From an optimization exercise on the open Yosys and OpenROAD flow, aimed at small area; shortcuts taken in it are not production practice. The RTL was checked by simulation tests, not by an equivalence proof against the original design. No activity file was given, so power comes from the tool's default toggle rates.

`flow/flow/run.sh`:
```
#!/bin/bash
# Standard ORFS layout with three changes:
# - synthesis maps the logic with area-oriented ABC scripts (deepsyn, then
#   dch and amap, once under 16 random seeds and twice in a row under 8 more)
#   and keeps the smallest result; the
#   registers are mapped before ABC runs, as in the standard synthesis, so
#   they are the same;
# - ports are buffered with buf_1;
# - clock tree synthesis uses clkbuf_8 without dummy loads.
# make's full output goes to flow_make.log; each ORFS step also keeps its own
# log under orfs/logs.
set -euo pipefail
W=$(pwd)
F=$W/flow
mkdir -p "$W/abc"
S=""
for k in $(seq 1 16); do
  echo "strash; &get -n; &deepsyn -S $k -T 10; &put; dch; amap" > "$W/abc/ds$k.abc"
  S="$S $W/abc/ds$k.abc"
done
# a second round of deepsyn on the mapped result of a first round
for k in $(seq 1 8); do
  echo "strash; &get -n; &deepsyn -S $k -T 10; &put; dch; amap; strash; &get -n; &deepsyn -S $((k + 20)) -T 10; &put; dch; amap" > "$W/abc/dd$k.abc"
  S="$S $W/abc/dd$k.abc"
done
export MY_ABC_SCRIPTS="$S"
bash "$W/standard.sh" "SYNTH_SCRIPT=$F/synth.tcl" "ADDER_MAP_FILE=" \
  "BUFFER_PORTS_ARGS=-buffer_cell sky130_fd_sc_hd__buf_1" \
  "CTS_ARGS=-sink_clustering_enable -repair_clock_nets -buf_list sky130_fd_sc_hd__clkbuf_8 -dont_use_dummy_load" \
  finish > "$W/flow_make.log" 2>&1
```
`flow/flow/synth.tcl`:
```
proc synth {args} { yosys synth -nofsm -noshare {*}$args }
# Map the logic with each ABC script in MY_ABC_SCRIPTS and keep the smallest
# result. Registers are mapped before ABC runs, so every try has the same ones.
proc abc {args} {
  set i [lsearch -exact $args -script]
  if {$i < 0 || ![info exists ::env(MY_ABC_SCRIPTS)] || $::env(MY_ABC_SCRIPTS) eq ""} {
    yosys abc {*}$args
    return
  }
  design -save pre_abc
  set best_area -1
  set n 0
  foreach scr $::env(MY_ABC_SCRIPTS) {
    incr n
    design -load pre_abc
    yosys abc {*}[lreplace $args [expr {$i + 1}] [expr {$i + 1}] $scr]
    set f [file join $::env(OBJECTS_DIR) abc_try_$n.txt]
    tee -q -o $f stat {*}$::lib_args
    set fh [open $f r]
    set txt [read $fh]
    close $fh
    if {[regexp {Chip area for module '[^']*': ([0-9.]+)} $txt -> area]} {
      puts "ABC try $n ($scr): area $area"
      if {$best_area < 0 || $area < $best_area} {
        set best_area $area
        design -save best_abc
      }
    }
  }
  design -load best_abc
  puts "ABC best area $best_area"
}
source $::env(SCRIPTS_DIR)/synth.tcl
# left out here: clear keep_hierarchy, flatten, clean up, hide names made inside functions, write 1_2_yosys.v
```
`flow/standard.sh`:
```
#!/bin/bash
# synth_recipe.tcl (not shown) runs the flow's synth.tcl, then flattens the netlist and writes it again
# the make line also repeats each setting of config.mk as NAME=value (left out here)
make -C /OpenROAD-flow-scripts/flow DESIGN_CONFIG=/design/flow/config.mk WORK_HOME=/design/flow/orfs CLKGATE_MAP_FILE= SYNTH_SCRIPT=/design/flow/synth_recipe.tcl "${@:-finish}"
```
`flow/config.mk`:
```
export PLATFORM = sky130hd
export DESIGN_NAME = TOP_WATCH_STOP_WATCH
export DESIGN_NICKNAME = TOP_WATCH_STOP_WATCH
export VERILOG_FILES = /design/flow/design.v
export SDC_FILE = /design/flow/constraint.sdc
export NUM_CORES = 4
export LEC_CHECK = 0
export CAP_MARGIN = 20
export CORE_MARGIN = 2
export CORE_UTILIZATION = 40
export SLEW_MARGIN = 20
```
`flow/constraint.sdc`:
```
create_clock -name core_clock -period 200.0 [get_ports {clk}]
set_input_delay 40.0000 -clock core_clock [delete_from_list [all_inputs] [get_ports {clk}]]
set_output_delay 40.0000 -clock core_clock [all_outputs]
set_load 0.01 [all_outputs]
```
`flow/design.v`:
```
`timescale 1ns / 1ps
module TOP_WATCH_STOP_WATCH(
    input clk,
    input reset,
    input RX,
    input btn_run_stop, btn_clear, btn_mode,
    output TX,
    output [3:0] fnd_com,
    output [7:0] fnd_font,
    output tx_busy
);
    wire t0, q12, baud_tick, ph1, ph3, scan_tick, scan_next, tick_10ms, tick_min;
    wire [1:0] sel;
    time_base U_TIME (
        .clk(clk), .reset(reset), .t0(t0), .q12(q12), .baud_tick(baud_tick), .ph1(ph1), .ph3(ph3),
        .scan_tick(scan_tick), .scan_next(scan_next), .sel(sel)
    );
    div11 U_DIV11 (.clk(clk), .reset(reset), .t0(t0), .tick(tick_10ms));
    div1860 U_DIV1860 (.clk(clk), .reset(reset), .q12(q12), .tick(tick_min));
    wire p_rs, p_cl, p_md;
    debounce U_DB_RS (.clk(clk), .reset(reset), .en(scan_tick), .show(scan_next), .i_btn(btn_run_stop), .o_btn(p_rs));
    debounce U_DB_CL (.clk(clk), .reset(reset), .en(scan_tick), .show(scan_next), .i_btn(btn_clear), .o_btn(p_cl));
    debounce U_DB_MD (.clk(clk), .reset(reset), .en(scan_tick), .show(scan_next), .i_btn(btn_mode), .o_btn(p_md));
    wire [2:0] bst, ust;
    mode_fsm U_BTN_FSM (.clk(clk), .reset(reset), .ev(1'b1), .r(p_rs), .m(p_md), .c(p_cl), .st(bst));
    wire cmd;
    wire [7:0] rx_data;
    wire rx_done;
    uart_rx_lite U_RX (.clk(clk), .reset(reset), .baud_tick(baud_tick), .ph1(ph1), .ph3(ph3),
        .RX(RX), .data(rx_data), .done(rx_done), .cmd(cmd));
    uart_tx_lite U_TX (.clk(clk), .reset(reset), .baud_tick(baud_tick), .start(rx_done),
        .data(rx_data), .TX(TX), .busy(tx_busy));
    wire u_r = (rx_data == 8'h72);
    wire u_m = (rx_data == 8'h6d);
    wire u_c = (rx_data == 8'h63);
    mode_fsm U_UART_FSM (.clk(clk), .reset(reset), .ev(cmd), .r(cmd & u_r), .m(cmd & u_m), .c(cmd & u_c), .st(ust));
    wire f_mode = (bst[2] | ust[2]) & ~reset;
    wire f_run  = (bst[1] | ust[1]) & ~reset;
    wire f_clear = bst[0] | ust[0];
    wire sw_tick;
    sw_div U_SW_DIV (.clk(clk), .reset(reset), .run(f_run & f_mode), .tick(sw_tick));
    wire [14:0] sw_v, ck_v;
    bcd6000 U_SW (.clk(clk), .reset(reset), .clr(f_clear), .inc(sw_tick), .v(sw_v));
    bcd6000 U_CK (.clk(clk), .reset(reset), .clr(1'b0), .inc(tick_10ms), .v(ck_v));
    wire [6:0] mn_v;
    minutes U_MIN (.clk(clk), .reset(reset), .inc(tick_min), .v(mn_v));
    display U_DISP (.reset(reset), .sel(sel), .f_mode(f_mode), .f_run(f_run), .sw(sw_v), .ck(ck_v), .mn(mn_v),
        .fnd_com(fnd_com), .fnd_font(fnd_font));
endmodule
module time_base (
    input clk, input reset,
    output t0, output q12, output baud_tick, output ph1, output ph3,
    output scan_tick, output scan_next, output reg [1:0] sel
);
    reg [1:0] j4, m3;
    assign t0 = m3[1] & m3[0];
    wire even = ~(j4[1] ^ j4[0]);
    assign baud_tick = ~j4[1] & ~j4[0] & ~t0;
    assign q12 = ~j4[1] & ~j4[0] & ~m3[1] & m3[0];    
    assign ph1 = ~j4[1] & j4[0];
    assign ph3 = j4[1] & ~j4[0];
    assign scan_tick = ~m3[1] & m3[0] & even;
    assign scan_next = m3[1] & ~m3[0] & ~even;
    always @(posedge clk) begin
        if (reset) begin
            j4 <= 2'b00;
            m3 <= 2'b11;
        end else begin
            j4 <= {j4[0], ~j4[1]};
            m3 <= {m3[0], ~(m3[1] | m3[0])};
        end
    end
    always @(posedge clk, posedge reset) begin
        if (reset) sel <= 2'b00;
        else if (scan_tick) sel <= {sel[0], ~sel[1]};
    end
endmodule
module div11 (input clk, input reset, input t0, output tick);
    reg [3:0] s;
    wire at = (s == 4'b1001);
    assign tick = at & ~t0;
    always @(posedge clk) begin
        if (reset) s <= 4'b1001;
        else s <= {s[2:0], s[3] ^ s[0] ^ at};
    end
endmodule
module div1860 (input clk, input reset, input q12, output tick);
    reg [2:0] m5;
    reg [4:0] l31;
    assign tick = q12 & (m5 == 3'b000) & (l31 == 5'b00001);
    always @(posedge clk) begin
        if (reset) begin
            m5 <= 3'b000;
            l31 <= 5'b00001;
        end else begin
            m5 <= {m5[1], m5[0], ~(m5[2] | m5[1])};
            l31 <= {l31[3:0], l31[4] ^ l31[2]};
        end
    end
endmodule
module sw_div (input clk, input reset, input run, output tick);
    reg [3:0] s;
    assign tick = (s == 4'b1001);
    always @(posedge clk) begin
        if (reset) s <= 4'b0001;
        else if (run) s <= {s[2:0], s[3] ^ s[0] ^ tick};
        else if (tick) s[3] <= 1'b0;
    end
endmodule
module debounce (input clk, input reset, input en, input show, input i_btn, output o_btn);
    reg [2:0] s;
    assign o_btn = show & s[1] & ~s[0];
    always @(posedge clk) begin
        if (reset) s <= 3'b000;
        else if (en) s <= i_btn ? {s[1] | s[2], s[0], ~s[2]} : 3'b000;
    end
endmodule
module mode_fsm (input clk, input reset, input ev, input r, input m, input c, output reg [2:0] st);
    localparam CLOCK_HM = 3'b000, CLOCK_SMS = 3'b010, RUN = 3'b110,
               STOP = 3'b100, CLEAR = 3'b101;
    always @(posedge clk) begin
        if (reset) st <= CLOCK_HM;
        else case (st)
            CLOCK_HM:  if (r) st <= CLOCK_SMS; else if (m) st <= STOP;
            CLOCK_SMS: if (r) st <= CLOCK_HM;
            RUN:       if (r) st <= STOP;
            STOP:      if (m) st <= CLOCK_HM; else if (c) st <= CLEAR; else if (r) st <= RUN;
            default:   if (ev) st <= STOP;
        endcase
    end
endmodule
module uart_rx_lite (
    input clk, input reset, input baud_tick, input ph1, input ph3, input RX,
    output reg [7:0] data, output done, output cmd
);
    reg [3:0] p, t;
    wire idle = p[3] & ~p[2] & p[0];
    wire fresh = idle & ~p[1];
    wire stop = p[3] & ~p[2] & ~p[1] & ~p[0];
    wire tz = (t == 4'd0);
    assign done = (stop & ~(ph1 & tz)) | (fresh & ph1);
    assign cmd = fresh & ph3;
    always @(posedge clk) begin
        if (reset) p <= 4'b1011;
        else if (baud_tick) begin
            if (idle) begin
                if (!RX) p <= 4'b1111;
                else p[1] <= 1'b1;
            end else if (t == 4'd15) p <= p + 1;
        end
    end
    wire [3:0] t_tog = {4{baud_tick}} & {t[2] & t[1] & t[0], t[1] & t[0], t[0], 1'b1};
    always @(posedge clk) begin
        t <= (t ^ t_tog) & ~{4{baud_tick & idle}};
    end
    always @(posedge clk) begin
        if (~p[3] && t == 4'd7) data[p[2:0]] <= RX;
    end
endmodule
module uart_tx_lite (
    input clk, input reset, input baud_tick, input start, input [7:0] data,
    output reg TX, output reg busy
);
    reg [3:0] p, t;
    wire idle = p[3] & ~p[1] & p[0];
    wire st = p[3] & p[1];
    wire send = ~p[3];
    always @(posedge clk) begin
        if (reset) p <= 4'b1001;
        else if (idle) begin
            if (start) p <= 4'b1111;
        end else if (baud_tick && t == 4'd15) p <= p + 1;
    end
    always @(posedge clk) begin
        if (idle) t <= 4'd0;
        else if (baud_tick) t <= t + 1;
    end
    always @(posedge clk, posedge reset) begin
        if (reset) begin
            TX <= 1'b1;
            busy <= 1'b0;
        end else begin
            TX <= send ? data[p[2:0]] : ~st;
            busy <= send | st;
        end
    end
endmodule
module bcd6000 (input clk, input reset, input clr, input inc, output [14:0] v);
    reg [2:0] d3;
    reg [3:0] d2, d1, d0;
    assign v = {d3, d2, d1, d0};
    wire wrap = d3[2] & d3[1];           
    wire c0 = inc & ~wrap;
    wire c1 = c0 & d0[3] & d0[0];        
    wire c2 = c1 & d1[3] & d1[0];
    wire c3 = c2 & d2[3] & d2[0];
    function [3:0] dnext(input [3:0] d, input e);
        dnext = {d[3] ^ (e & d[0] & (d[3] | (d[2] & d[1]))),
                 d[2] ^ (e & d[0] & d[1]),
                 d[1] ^ (e & d[0] & ~d[3]),
                 d[0] ^ e};
    endfunction
    always @(posedge clk) begin
        if (reset) {d3, d2, d1, d0} <= 0;
        else if (clr | (inc & wrap)) {d3, d2, d1, d0} <= 0;
        else begin
            d0 <= dnext(d0, c0);
            d1 <= dnext(d1, c1);
            d2 <= dnext(d2, c2);
            d3 <= {d3[2] ^ (c3 & d3[1] & d3[0]), d3[1] ^ (c3 & d3[0]), d3[0] ^ c3};
        end
    end
endmodule
module minutes (input clk, input reset, input inc, output [6:0] v);
    reg [3:0] q;
    reg [2:0] tens;
    reg [3:0] ones;
    assign v = {tens, ones};
    wire w63 = tens[2] & tens[1] & ones[1] & ones[0];
    wire w1000 = q[3] & q[2] & q[1] & q[0] & tens[2];    
    wire e1 = inc & ones[3] & ones[0];
    wire eq = inc & w63;
    always @(posedge clk) begin
        if (reset | (inc & w1000)) q <= 0;
        else q <= q ^ {eq & q[2] & q[1] & q[0], eq & q[1] & q[0], eq & q[0], eq};
    end
    always @(posedge clk) begin
        if (reset | (inc & w1000)) {tens, ones} <= 0;
        else begin
            if (eq) {tens, ones} <= 0;
            else begin
                ones <= {ones[3] ^ (inc & ones[0] & (ones[3] | (ones[2] & ones[1]))),
                         ones[2] ^ (inc & ones[0] & ones[1]),
                         ones[1] ^ (inc & ones[0] & ~ones[3]),
                         ones[0] ^ inc};
                tens <= {tens[2] ^ (e1 & tens[1] & tens[0]), tens[1] ^ (e1 & tens[0]), tens[0] ^ e1};
            end
        end
    end
endmodule
module display (
    input reset, input [1:0] sel, input f_mode, input f_run,
    input [14:0] sw, input [14:0] ck, input [6:0] mn,
    output [3:0] fnd_com, output [7:0] fnd_font
);
    wire k0 = ~sel[1] & ~sel[0];
    wire k1 = ~sel[1] & sel[0];
    wire k2 = sel[1] & sel[0];
    wire k3 = sel[1] & ~sel[0];
    reg [3:0] dsw, dck, dmn;
    always @(*) begin
        case (sel)
            2'b00: begin dsw = sw[3:0]; dck = ck[3:0]; dmn = mn[3:0]; end
            2'b01: begin dsw = sw[7:4]; dck = ck[7:4]; dmn = {1'b0, mn[6:4]}; end
            2'b11: begin dsw = sw[11:8]; dck = ck[11:8]; dmn = 4'd0; end
            default: begin dsw = {1'b0, sw[14:12]}; dck = {1'b0, ck[14:12]}; dmn = 4'd0; end
        endcase
    end
    wire [3:0] d = f_mode ? dsw : f_run ? dck : reset ? 4'd0 : dmn;
    wire [3:0] digit = {d[3], d[2] & ~(k3 & d[1]), d[1] & ~(k3 & d[2]), d[0]};
    wire [3:0] d_ = digit;
    wire [6:0] seg;
    assign seg[0] = (~d_[3] & ~d_[2] & ~d_[1] & d_[0]) | (d_[2] & ~d_[1] & ~d_[0]);
    assign seg[1] = (d_[2] & ~d_[1] & d_[0]) | (d_[2] & d_[1] & ~d_[0]);
    assign seg[2] = (~d_[2] & d_[1] & ~d_[0]);
    assign seg[3] = (~d_[3] & ~d_[2] & ~d_[1] & d_[0]) | (d_[2] & ~d_[1] & ~d_[0]) | (d_[2] & d_[1] & d_[0]);
    assign seg[4] = (d_[2] & ~d_[1]) | d_[0];
    assign seg[5] = (~d_[3] & ~d_[2] & d_[0]) | (~d_[2] & d_[1]) | (d_[1] & d_[0]);
    assign seg[6] = (~d_[3] & ~d_[2] & ~d_[1]) | (d_[2] & d_[1] & d_[0]);
    assign fnd_font = {~k2, seg};
    assign fnd_com = {~k3, ~k2, ~k1, ~k0};
endmodule
```
==> metrics.log, run 1 <==
INFO  metric run_status = timing/DRC/antenna clean
INFO  metric max-slew-margin-rel = 56.3%
INFO  metric insertedDiodeCount = 0
INFO  metric die_width = 108 um
INFO  metric synth-edff-count = 8
INFO  metric dr.max_layer_used = met4
INFO  metric numCtsBuffers = 9
INFO  metric via_per_inst = 5.36
INFO  metric cts-root-buf = sky130_fd_sc_hd__clkbuf_8
INFO  metric synth_cells = between 500 and 600
INFO  metric p_switching = 0.0101 mW
INFO  metric grt_first_pass_wirelength = 15.8 mm
INFO  metric critical_path_required = approximately 160 ns
INFO  metric critical_setup_path_class = input port to output pin
INFO  metric num_rows = 37
INFO  metric floorplan.die_area = 11600 um^2
INFO  metric detail_route.iter0.violations = between 200 and 250
INFO  metric yosys-top-cells-area = sky130_fd_sc_hd__dfxtp_1 43%, sky130_fd_sc_hd__nor2_1 9.7%, sky130_fd_sc_hd__nor3_1 6.0%
INFO  metric total_number_of_nets_in_the_final_design = roughly 570
INFO  metric post-synth-top-area-cell = sky130_fd_sc_hd__dfxtp_1
INFO  metric drtAntennaViolNets = 0
INFO  metric synth_async_sr_flop_share = 3.85%
INFO  metric chipHeight = 108 um
INFO  metric place.detailed.hpwl = 7.05 mm
INFO  metric timing_hold_violations_final = 0
INFO  metric clk_pin_slew_worst_paths = about 0.1 ns
INFO  metric hp-start = U_DIV1860.l31[1]
INFO  metric setup.worst_path.end_class = output pin
INFO  metric met3_length = 276 um
INFO  metric synth.net_count = 541
INFO  metric timing.max_cap.violations = 0
INFO  metric power_per_cell_area = 7.87 nW/um^2
INFO  metric routedWlPerCell = 13.5 um
INFO  metric first_global_vias = 3407
INFO  metric worst_r2r_path_depth = 11
INFO  metric cts_tree = done
INFO  metric yosysUniqueCellTypes = 39
INFO  metric vias = 3752
INFO  metric ys_warn_count = 11
INFO  metric clockPowerShare = 28.2%
INFO  metric share_of_cells_above_drive_strength_1 = 2.30%
INFO  metric arrival = roughly 43 ns
INFO  metric final_period_minus_worst_setup_slack = approximately 83 ns
INFO  metric utilization = 45.0%
INFO  metric syn-cell-area = approximately 4300 um^2
INFO  metric wirelength = between 9 and 10 mm
INFO  metric fin_worst_skew = 0.0372 ns
INFO  metric tns = 0 ns
INFO  metric initial_utilization = 41.4%
INFO  metric cellInternalPower = 0.0269 mW
INFO  metric grt_overflow = 0
INFO  metric seq_power_share = 60.0%
INFO  metric max_clock_freq = ~0.012 GHz
INFO  metric power.static_leakage = 1.54 nW
INFO  metric num-fill-cells = 1064
INFO  metric yosys_register_bits = 104
INFO  metric synth_sequential_area_ratio = 50.6%
INFO  metric cp-start-kind = input port
INFO  metric rsz0062_at_grt = false
INFO  metric worstHoldPathType = register to register
INFO  metric worst_r2r_startpoint = U_TIME.m3[0]
INFO  metric final_setup_vio_count = 0
INFO  metric crit_path_start = reset
INFO  metric synth_top_area_share = 42.7%
INFO  metric final_max_slew_viol_count = 0
INFO  metric fin_crit_sh = 41.6%
INFO  metric global_route.usage.total = between 10% and 20%
INFO  metric met2RoutedLength = approximately 4.3 mm
INFO  metric place_worst_setup_slack = 116.88 ns
INFO  metric worst-slew-pin-transition = 0.640 ns
INFO  metric synthesis.area_per_instance = 8.06 um^2
INFO  metric cts_hold_buffers_added = 0
INFO  metric worstPathMaxFanout = 23
INFO  metric worst_skew_pair.late_latency = 0.37 ns
INFO  metric sw_frac_of_total = about 27%
INFO  metric io_buffer_count = 19
INFO  metric clock_sinks = 104
INFO  metric area_growth = 8.76%
INFO  metric synth.most_common_cell = sky130_fd_sc_hd__nor2_1
INFO  metric finalWeightedCongestion = 0.874
INFO  metric top_level_pins = 20
INFO  metric ir_worst_vdd = between 4 and 5 uV
INFO  metric post-cts-setup-buffer-count = 0
INFO  metric r2r_slack = 197.49 ns
INFO  metric p_comb_share = 11.8%
INFO  metric m1WireLength = 4.74 mm
INFO  metric hold_path_cell_cnt = 2
INFO  metric detailedRoute.firstPassIterationCount = 4
INFO  metric synth_top_cells_by_count = 111 x sky130_fd_sc_hd__nor2_1, 92 x sky130_fd_sc_hd__dfxtp_1, 65 x sky130_fd_sc_hd__clkinv_1
INFO  metric htreeDepth = 3
INFO  metric remaining_drc_errors = 0
INFO  metric fp.coreArea = between 10000 and 15000 um^2
INFO  metric synth_top_flop_cell = sky130_fd_sc_hd__dfxtp_1
INFO  metric initial_antenna_violation_count = 0
INFO  metric cts_max_path_buffers = 2
INFO  metric cts_resized = 0
INFO  metric final_critical_path_setup_slack = approximately 120 ns
INFO  metric maximum_number_of_pins_on_one_net_before_global_route_repair = 24
==> area by class of cell <==
type                            count  area (um^2)  share of cell area (%)
Timing Repair Buffer               21         86.3                    1.84
Inverter                           65          244                    5.20
Clock buffer                        9          124                    2.64
Tap cell                          136          170                    3.63
Multi-Input combinational cell    365         1880                    40.1
Sequential cell                   104         2180                    46.6
==> sequential cells by signal, indices dropped and copies added, names as in the netlist, 4 cells and up <==
register,cells
U_SW_DIV.s,4
U_RX.p,4
U_SW.d0,4
U_MIN.q,4
U_SW.d2,4
U_TX.p,4
U_MIN.ones,4
U_CK.d2,4
U_DIV11.s,4
U_CK.d1,4
U_RX.data,8
U_DIV1860.l31,5
U_SW.d1,4
U_CK.d0,4
U_RX.t,4
U_TX.t,4
==> power by group through the flow <==
stage / clock, mW / combinational (mW) / sequential, mW
global placement: 0 / 0.00451 / 0.0226
floorplan: 0 / 0.00295 / 0.0224
finish: 0.0104 / 0.00436 / 0.0221
global route: 0.0115 / 0.00480 / 0.0222
detailed placement: 0 / 0.00433 / 0.0226
CTS: 0.0108 / 0.00435 / 0.0221
==> cell usage in the layout (no fill, tap or decap), types with 2 or more instances in the layout <==
cell type / Yosys / layout
sky130_fd_sc_hd__dfrtp_1: 3 / 3
sky130_fd_sc_hd__nand4b_1: 2 / 2
sky130_fd_sc_hd__a31oi_1: 4 / 4
sky130_fd_sc_hd__clkinv_1: 65 / 65
sky130_fd_sc_hd__o21ai_0: 15 / 15
sky130_fd_sc_hd__or3_1: 7 / 7
sky130_fd_sc_hd__nand2_1: 34 / 34
sky130_fd_sc_hd__o21bai_1: 2 / 2
sky130_fd_sc_hd__o221ai_1: 4 / 4
sky130_fd_sc_hd__clkbuf_8: 0 / 9
sky130_fd_sc_hd__nand3_1: 13 / 13
sky130_fd_sc_hd__buf_4: 1 / 2
sky130_fd_sc_hd__or2_0: 8 / 8
sky130_fd_sc_hd__a221oi_1: 2 / 2
sky130_fd_sc_hd__nor2b_1: 15 / 15
sky130_fd_sc_hd__dfxtp_1: 92 / 92
sky130_fd_sc_hd__o22ai_1: 25 / 25
sky130_fd_sc_hd__a2111oi_0: 4 / 4
sky130_fd_sc_hd__nor2_1: 111 / 111
sky130_fd_sc_hd__buf_1: 0 / 19
sky130_fd_sc_hd__nand4_1: 2 / 2
sky130_fd_sc_hd__edfxtp_1: 8 / 8
sky130_fd_sc_hd__o211ai_1: 2 / 2
sky130_fd_sc_hd__nor3_1: 52 / 51
sky130_fd_sc_hd__a21oi_1: 20 / 20
sky130_fd_sc_hd__and3_1: 12 / 12
sky130_fd_sc_hd__a211oi_1: 13 / 13
sky130_fd_sc_hd__nor3b_1: 3 / 3
sky130_fd_sc_hd__nor4_1: 4 / 4
==> critical path, stage by stage <==
cell,delay [ns]
sky130_fd_sc_hd__buf_1,0.07
sky130_fd_sc_hd__buf_4,0.25
sky130_fd_sc_hd__clkinv_1,0.55
sky130_fd_sc_hd__o21ai_0,0.47
sky130_fd_sc_hd__a2111oi_0,0.16
sky130_fd_sc_hd__nor3_1,0.49
sky130_fd_sc_hd__nor2_1,0.12
sky130_fd_sc_hd__a2111oi_0,0.56
sky130_fd_sc_hd__nor2_1,0.13
sky130_fd_sc_hd__o21ai_0,0.16
sky130_fd_sc_hd__buf_1,0.17
==> per-layer routing <==
metal / vias to the layer above / GRT usage (%)
met5: - / 0
met4: 0 / 5.31
met3: 13 / 4.12
met2: 55 / 27.0
met1: 1754 / 23.3
li1: 1930 / -
==> cells by family (layout without fill, tap and decap cells) <==
kind of cell	after synthesis	after routing	synth area share [%]
flops	104	104	50.6
simple gates	266	266	28.6
compound gates	99	99	14.9
buf+inv	66	95	5.83
==> metrics by stage <==
stage,power [mW],hold slack [ns],cells,cell area [um^2]
finish,0.0369,0.425,700,4690
global route,0.0385,0.459,700,4690
CTS,0.0373,0.432,700,4680
detailed placement,0.0269,0.419,691,4560
global placement,0.0271,0.415,691,4560
floorplan,0.0254,0.398,535,4310
==> path summary, 6_finish.rpt <==
path                                    endpoint
worst max-delay path                 fnd_font[5]
worst min-delay path            U_DIV1860.l31[2]
worst max register to register        U_CK.d3[2]
worst min register to register  U_DIV1860.l31[2]
max in group asynchronous                U_TX.TX
min in group asynchronous              U_TX.busy
==> inputs of run 2 (changes only) <==
--- a/flow/design.v
+++ b/flow/design.v
@@ -34,8 +34,8 @@
     wire u_m = (rx_data == 8'h6d);
     wire u_c = (rx_data == 8'h63);
     mode_fsm U_UART_FSM (.clk(clk), .reset(reset), .ev(cmd), .r(cmd & u_r), .m(cmd & u_m), .c(cmd & u_c), .st(ust));
-    wire f_mode = (bst[2] | ust[2]) & ~reset;
-    wire f_run  = (bst[1] | ust[1]) & ~reset;
+    wire f_mode = bst[2] | ust[2];
+    wire f_run  = bst[1] | ust[1];
     wire f_clear = bst[0] | ust[0];
     wire sw_tick;
     sw_div U_SW_DIV (.clk(clk), .reset(reset), .run(f_run & f_mode), .tick(sw_tick));
@@ -44,7 +44,7 @@
     bcd6000 U_CK (.clk(clk), .reset(reset), .clr(1'b0), .inc(tick_10ms), .v(ck_v));
     wire [6:0] mn_v;
     minutes U_MIN (.clk(clk), .reset(reset), .inc(tick_min), .v(mn_v));
-    display U_DISP (.reset(reset), .sel(sel), .f_mode(f_mode), .f_run(f_run), .sw(sw_v), .ck(ck_v), .mn(mn_v),
+    display U_DISP (.sel(sel), .f_mode(f_mode), .f_run(f_run), .sw(sw_v), .ck(ck_v), .mn(mn_v),
         .fnd_com(fnd_com), .fnd_font(fnd_font));
 endmodule
 module time_base (
@@ -61,7 +61,7 @@
     assign ph3 = j4[1] & ~j4[0];
     assign scan_tick = ~m3[1] & m3[0] & even;
     assign scan_next = m3[1] & ~m3[0] & ~even;
-    always @(posedge clk) begin
+    always @(posedge clk, posedge reset) begin
         if (reset) begin
             j4 <= 2'b00;
             m3 <= 2'b11;
@@ -79,7 +79,7 @@
     reg [3:0] s;
     wire at = (s == 4'b1001);
     assign tick = at & ~t0;
-    always @(posedge clk) begin
+    always @(posedge clk, posedge reset) begin
         if (reset) s <= 4'b1001;
         else s <= {s[2:0], s[3] ^ s[0] ^ at};
     end
@@ -88,7 +88,7 @@
     reg [2:0] m5;
     reg [4:0] l31;
     assign tick = q12 & (m5 == 3'b000) & (l31 == 5'b00001);
-    always @(posedge clk) begin
+    always @(posedge clk, posedge reset) begin
         if (reset) begin
             m5 <= 3'b000;
             l31 <= 5'b00001;
@@ -101,7 +101,7 @@
 module sw_div (input clk, input reset, input run, output tick);
     reg [3:0] s;
     assign tick = (s == 4'b1001);
-    always @(posedge clk) begin
+    always @(posedge clk, posedge reset) begin
         if (reset) s <= 4'b0001;
         else if (run) s <= {s[2:0], s[3] ^ s[0] ^ tick};
         else if (tick) s[3] <= 1'b0;
@@ -110,7 +110,7 @@
 module debounce (input clk, input reset, input en, input show, input i_btn, output o_btn);
     reg [2:0] s;
     assign o_btn = show & s[1] & ~s[0];
-    always @(posedge clk) begin
+    always @(posedge clk, posedge reset) begin
         if (reset) s <= 3'b000;
         else if (en) s <= i_btn ? {s[1] | s[2], s[0], ~s[2]} : 3'b000;
     end
@@ -118,7 +118,7 @@
 module mode_fsm (input clk, input reset, input ev, input r, input m, input c, output reg [2:0] st);
     localparam CLOCK_HM = 3'b000, CLOCK_SMS = 3'b010, RUN = 3'b110,
                STOP = 3'b100, CLEAR = 3'b101;
-    always @(posedge clk) begin
+    always @(posedge clk, posedge reset) begin
         if (reset) st <= CLOCK_HM;
         else case (st)
             CLOCK_HM:  if (r) st <= CLOCK_SMS; else if (m) st <= STOP;
@@ -140,7 +140,7 @@
     wire tz = (t == 4'd0);
     assign done = (stop & ~(ph1 & tz)) | (fresh & ph1);
     assign cmd = fresh & ph3;
-    always @(posedge clk) begin
+    always @(posedge clk, posedge reset) begin
         if (reset) p <= 4'b1011;
         else if (baud_tick) begin
             if (idle) begin
@@ -165,7 +165,7 @@
     wire idle = p[3] & ~p[1] & p[0];
     wire st = p[3] & p[1];
     wire send = ~p[3];
-    always @(posedge clk) begin
+    always @(posedge clk, posedge reset) begin
         if (reset) p <= 4'b1001;
         else if (idle) begin
             if (start) p <= 4'b1111;
@@ -200,7 +200,7 @@
                  d[1] ^ (e & d[0] & ~d[3]),
                  d[0] ^ e};
     endfunction
-    always @(posedge clk) begin
+    always @(posedge clk, posedge reset) begin
         if (reset) {d3, d2, d1, d0} <= 0;
         else if (clr | (inc & wrap)) {d3, d2, d1, d0} <= 0;
         else begin
@@ -220,12 +220,14 @@
     wire w1000 = q[3] & q[2] & q[1] & q[0] & tens[2];    
     wire e1 = inc & ones[3] & ones[0];
     wire eq = inc & w63;
-    always @(posedge clk) begin
-        if (reset | (inc & w1000)) q <= 0;
+    always @(posedge clk, posedge reset) begin
+        if (reset) q <= 0;
+        else if (inc & w1000) q <= 0;
         else q <= q ^ {eq & q[2] & q[1] & q[0], eq & q[1] & q[0], eq & q[0], eq};
     end
-    always @(posedge clk) begin
-        if (reset | (inc & w1000)) {tens, ones} <= 0;
+    always @(posedge clk, posedge reset) begin
+        if (reset) {tens, ones} <= 0;
+        else if (inc & w1000) {tens, ones} <= 0;
         else begin
             if (eq) {tens, ones} <= 0;
             else begin
@@ -239,7 +241,7 @@
     end
 endmodule
 module display (
-    input reset, input [1:0] sel, input f_mode, input f_run,
+    input [1:0] sel, input f_mode, input f_run,
     input [14:0] sw, input [14:0] ck, input [6:0] mn,
     output [3:0] fnd_com, output [7:0] fnd_font
 );
@@ -256,7 +258,7 @@
             default: begin dsw = {1'b0, sw[14:12]}; dck = {1'b0, ck[14:12]}; dmn = 4'd0; end
         endcase
     end
-    wire [3:0] d = f_mode ? dsw : f_run ? dck : reset ? 4'd0 : dmn;
+    wire [3:0] d = f_mode ? dsw : f_run ? dck : dmn;
     wire [3:0] digit = {d[3], d[2] & ~(k3 & d[1]), d[1] & ~(k3 & d[2]), d[0]};
     wire [3:0] d_ = digit;
     wire [6:0] seg;
==> flow/flow/run.sh (replaced) <==
#!/bin/bash
# Standard ORFS layout with three changes:
# - synthesis maps the logic with an area-oriented ABC script (deepsyn, then
#   dch and amap) under 16 random seeds and keeps the smallest result; the
#   registers are mapped before ABC runs, as in the standard synthesis, so
#   they are the same;
# - ports are buffered with buf_1;
# - clock tree synthesis uses clkbuf_8 without dummy loads.
# make's full output goes to flow_make.log; each ORFS step also keeps its own
# log under orfs/logs.
set -euo pipefail
W=$(pwd)
F=$W/flow
mkdir -p "$W/abc"
S=""
for k in $(seq 1 16); do
  echo "strash; &get -n; &deepsyn -S $k -T 10; &put; dch; amap" > "$W/abc/ds$k.abc"
  S="$S $W/abc/ds$k.abc"
done
export MY_ABC_SCRIPTS="$S"
bash "$W/standard.sh" "SYNTH_SCRIPT=$F/synth.tcl" "ADDER_MAP_FILE=" \
  "BUFFER_PORTS_ARGS=-buffer_cell sky130_fd_sc_hd__buf_1" \
  "CTS_ARGS=-sink_clustering_enable -repair_clock_nets -buf_list sky130_fd_sc_hd__clkbuf_8 -dont_use_dummy_load" \
  finish > "$W/flow_make.log" 2>&1
==> run 2 against run 1 <==
- still clean on timing, DRC and antenna
- first-iteration DRC count decreased by 24%
- setup slack improved by 40 ns
- register-to-register slack got worse by 0.25 ns
- non-clock buffer count unchanged
- hold slack got worse by 0.043 ns
- sequential cell count unchanged
- clock power about the same
- core utilization decreased by 0.85 points
- area after synthesis increased by 7.0%
- die area increased by 6.7%
==> metrics.log, run 2 <==
INFO  metric critical_setup_path_class = register to output pin
INFO  metric r2r_slack = 197.24 ns
INFO  metric htreeDepth = 3
INFO  metric syn-cell-area = 4610 um^2
INFO  metric initial_utilization = 40.7%
INFO  metric insertedDiodeCount = 0
INFO  metric rsz0062_at_grt = false
INFO  metric power_per_cell_area = 8.09 nW/um^2
INFO  metric clk_pin_slew_worst_paths = roughly 0.09 ns
INFO  metric synth.net_count = ~500
INFO  metric maximum_number_of_pins_on_one_net_before_global_route_repair = 76
INFO  metric synth_top_flop_cell = sky130_fd_sc_hd__dfrtp_1
INFO  metric grt_first_pass_wirelength = about 17 mm
INFO  metric chipHeight = 111 um
INFO  metric synth_top_area_share = about two fifths
INFO  metric initial_antenna_violation_count = 0
INFO  metric num_rows = 39
INFO  metric final_setup_vio_count = 0
INFO  metric global_route.usage.total = 16.7%
INFO  metric fp.coreArea = 11300 um^2
INFO  metric first_global_vias = ~3600
INFO  metric final_period_minus_worst_setup_slack = 43.48 ns
INFO  metric yosys-top-cells-area = sky130_fd_sc_hd__dfrtp_1 41%, sky130_fd_sc_hd__nor2_1 8.8%, sky130_fd_sc_hd__dfstp_2 6.8%
INFO  metric numCtsBuffers = 9
INFO  metric post-synth-top-area-cell = sky130_fd_sc_hd__dfrtp_1
INFO  metric routedWlPerCell = 14.0 um
INFO  metric post-cts-setup-buffer-count = 0
INFO  metric fin_crit_sh = 21.7%
INFO  metric timing.max_cap.violations = 0
INFO  metric yosys_register_bits = 104
INFO  metric synth_sequential_area_ratio = 56.8%
INFO  metric yosysUniqueCellTypes = 40
INFO  metric final_cell_mix = 108 x sky130_fd_sc_hd__nor2_1, 76 x sky130_fd_sc_hd__dfrtp_1, 72 x sky130_fd_sc_hd__clkinv_1, 40 x sky130_fd_sc_hd__nand2_1, 31 x sky130_fd_sc_hd__o21ai_0
INFO  metric cts_tree = done
INFO  metric final_max_slew_viol_count = 0
INFO  metric setup.worst_path.end_class = output pin
INFO  metric sw_frac_of_total = 28.9%
INFO  metric total_number_of_nets_in_the_final_design = 540
INFO  metric ys_warn_count = 11
INFO  metric detail_route.iter0.violations = 156
INFO  metric synth_top_cells_by_count = 108 x sky130_fd_sc_hd__nor2_1, 76 x sky130_fd_sc_hd__dfrtp_1, 73 x sky130_fd_sc_hd__clkinv_1
INFO  metric via_per_inst = 5.35
INFO  metric synthesis.area_per_instance = ~9.2 um^2
INFO  metric fin_worst_skew = 0.0239 ns
INFO  metric cts_resized = 0
INFO  metric synth.most_common_cell = sky130_fd_sc_hd__nor2_1
INFO  metric drtAntennaViolNets = 0
INFO  metric die_width = 111 um
INFO  metric io_buffer_count = 19
INFO  metric cellInternalPower = 0.0288 mW
INFO  metric remaining_drc_errors = 0
INFO  metric multi_input_area = 1720 um^2
INFO  metric place.detailed.hpwl = 7.04 mm
INFO  metric grt_overflow = 0
INFO  metric worst-slew-pin-transition = 0.932 ns
INFO  metric critical_path_required = 160.00 ns
INFO  metric clockPowerShare = 25.7%
INFO  metric share_of_cells_above_drive_strength_1 = 4.70%
INFO  metric synth-edff-count = 8
INFO  metric timing_hold_violations_final = 0
INFO  metric num-fill-cells = about 1100
INFO  metric arrival = 3.48 ns
INFO  metric power.static_leakage = 1.95 nW
INFO  metric clock_sinks = 104
INFO  metric final_critical_path_setup_slack = 156.52 ns
INFO  metric worstPathMaxFanout = 7
INFO  metric layout_commonest_cell = sky130_fd_sc_hd__nor2_1
INFO  metric top_level_pins = 20
INFO  metric cts_hold_buffers_added = 0
INFO  metric run_status = timing/DRC/antenna clean
INFO  metric vias = 3611
INFO  metric seq_power_share = 56.4%
INFO  metric p_switching = 0.0117 mW
INFO  metric worstHoldPathType = register to register
INFO  metric finalWeightedCongestion = 0.849
INFO  metric flip_flop_count_of_the_largest_register_after_layout = 8
INFO  metric cts-root-buf = sky130_fd_sc_hd__clkbuf_8
INFO  metric place_worst_setup_slack = 156.95 ns
INFO  metric seq_area = 2620 um^2
INFO  metric ir_worst_vdd = 4.18 uV
INFO  metric tns = 0 ns
INFO  metric synth_async_sr_flop_share = between 80% and 90%
INFO  metric detailedRoute.firstPassIterationCount = 4
INFO  metric synth_cells = around 500
INFO  metric p_comb_share = between 10% and 20%
INFO  metric worst_skew_pair.late_latency = 0.38 ns
INFO  metric wirelength = approximately 9.5 mm
INFO  metric area_growth = 8.44%
INFO  metric floorplan.die_area = roughly 12000 um^2
INFO  metric cp-start-kind = register
INFO  metric max_clock_freq = 0.0230 GHz
INFO  metric cts_max_path_buffers = 2
INFO  metric max-slew-margin-rel = between 30 and 40%
-- run 2: layer usage --
| metal | share of wire, % | vias to the layer above | track usage, % |
|---|---|---|---|
| li1 | - | 1821 | - |
| met4 | 1.8 | 0 | 6.34 |
| met3 | 2.7 | 15 | 3.86 |
| met5 | 0 | - | 0 |
| met2 | 45 | 41 | 25.3 |
| met1 | 50 | 1734 | 23.7 |
-- run 2: cells by family after synthesis --
group	Yosys count	synth area share, %
compound gates	126	18.4
simple gates	199	18.7
flops	104	56.8
buf+inv	74	6.10
-- run 2: critical path: stages (launching register included) --
cell,delay (ns)
sky130_fd_sc_hd__dfrtp_1,0.45
sky130_fd_sc_hd__clkinv_1,0.13
sky130_fd_sc_hd__nor2_1,0.40
sky130_fd_sc_hd__clkinv_1,0.29
sky130_fd_sc_hd__o21ai_0,0.21
sky130_fd_sc_hd__nand2_1,0.07
sky130_fd_sc_hd__o22ai_1,0.36
sky130_fd_sc_hd__nor2_1,0.11
sky130_fd_sc_hd__a2111oi_0,0.58
sky130_fd_sc_hd__nor2_1,0.14
sky130_fd_sc_hd__o21ai_0,0.20
sky130_fd_sc_hd__buf_1,0.17
-- run 2: path summary, 6_finish.rpt --
kind,from,to,cells past startpoint
worst max-delay path,U_TIME.sel[0],fnd_font[5],11
worst min-delay path,U_DIV1860.l31[3],U_DIV1860.l31[4],0
worst max register to register,U_SW_DIV.s[0],U_SW.d3[2],13
worst min register to register,U_DIV1860.l31[3],U_DIV1860.l31[4],0
max in group asynchronous,reset,U_SW.d1[0],3
min in group asynchronous,reset,U_TX.p[2],2
-- run 2: final cells by class --
| type | instances | share of cell area, % |
|---|---|---|
| tap | 143 | 3.58 |
| inverter | 73 | 5.50 |
| timing repair buffer | 21 | 1.73 |
| multi-input combinational | 325 | 34.4 |
| sequential | 104 | 52.3 |
| clock buffer | 9 | 2.48 |
-- run 2: through the flow --
stage / utilization [%] / cells / power [mW] / hold slack [ns] / area, um^2
after detailed placement: 43.1 / 666 / 0.0305 / 0.366 / 4880
after global placement: 43.1 / 666 / 0.0302 / 0.361 / 4880
after global routing: 44.2 / 675 / 0.0429 / 0.395 / 5000
after CTS: 44.2 / 675 / 0.0409 / 0.387 / 5000
final: 44.2 / 675 / 0.0405 / 0.382 / 5000
after floorplan: - / 503 / 0.0283 / 0.345 / 4610
-- run 2: power groups by stage --
stage	combinational, mW	clock [mW]	sequential, mW
3_3_place_gp	0.00693	0	0.0232
2_1_floorplan	0.00524	0	0.0231
3_5_place_dp	0.00723	0	0.0233
4_1_cts	0.00723	0.0108	0.0228
5_1_grt	0.00817	0.0118	0.0230
6_report	0.00721	0.0104	0.0228

==> what the ideal ports hide <==
The results above use ideal ports. As a check the final layouts listed here were re-extracted and re-timed, cells and wires unchanged.
Step 1 assumes that a clkbuf_16 drives the clock port and a buf_2 every other input.
Step 2 moves the port delays by t, midway between the first and last clock arrival at a register: inputs arrive t later, outputs are due t later. That takes back most of the time a late clock gives input paths.
a / b / c = no drivers / after step 1 / after step 2; a / b = the first two.
| run | t, ns | setup slack, ns | latest minus earliest clock arrival (ns) | worst data-port slew with drivers (ns) |
|---|---|---|---|---|
| run 1 | 0.388 | 116.873 / 116.852 / 116.852 | 0.037 / 0.037 | 0.03 |
| run 2 | 0.399 | 156.520 / 156.487 / 156.886 | 0.028 / 0.028 | 0.04 |
After both steps setup and hold are still met in every run listed. The setup slack of run 1, which loses most, moves by -0.021 ns with the drivers and by -0.021 ns with both steps.
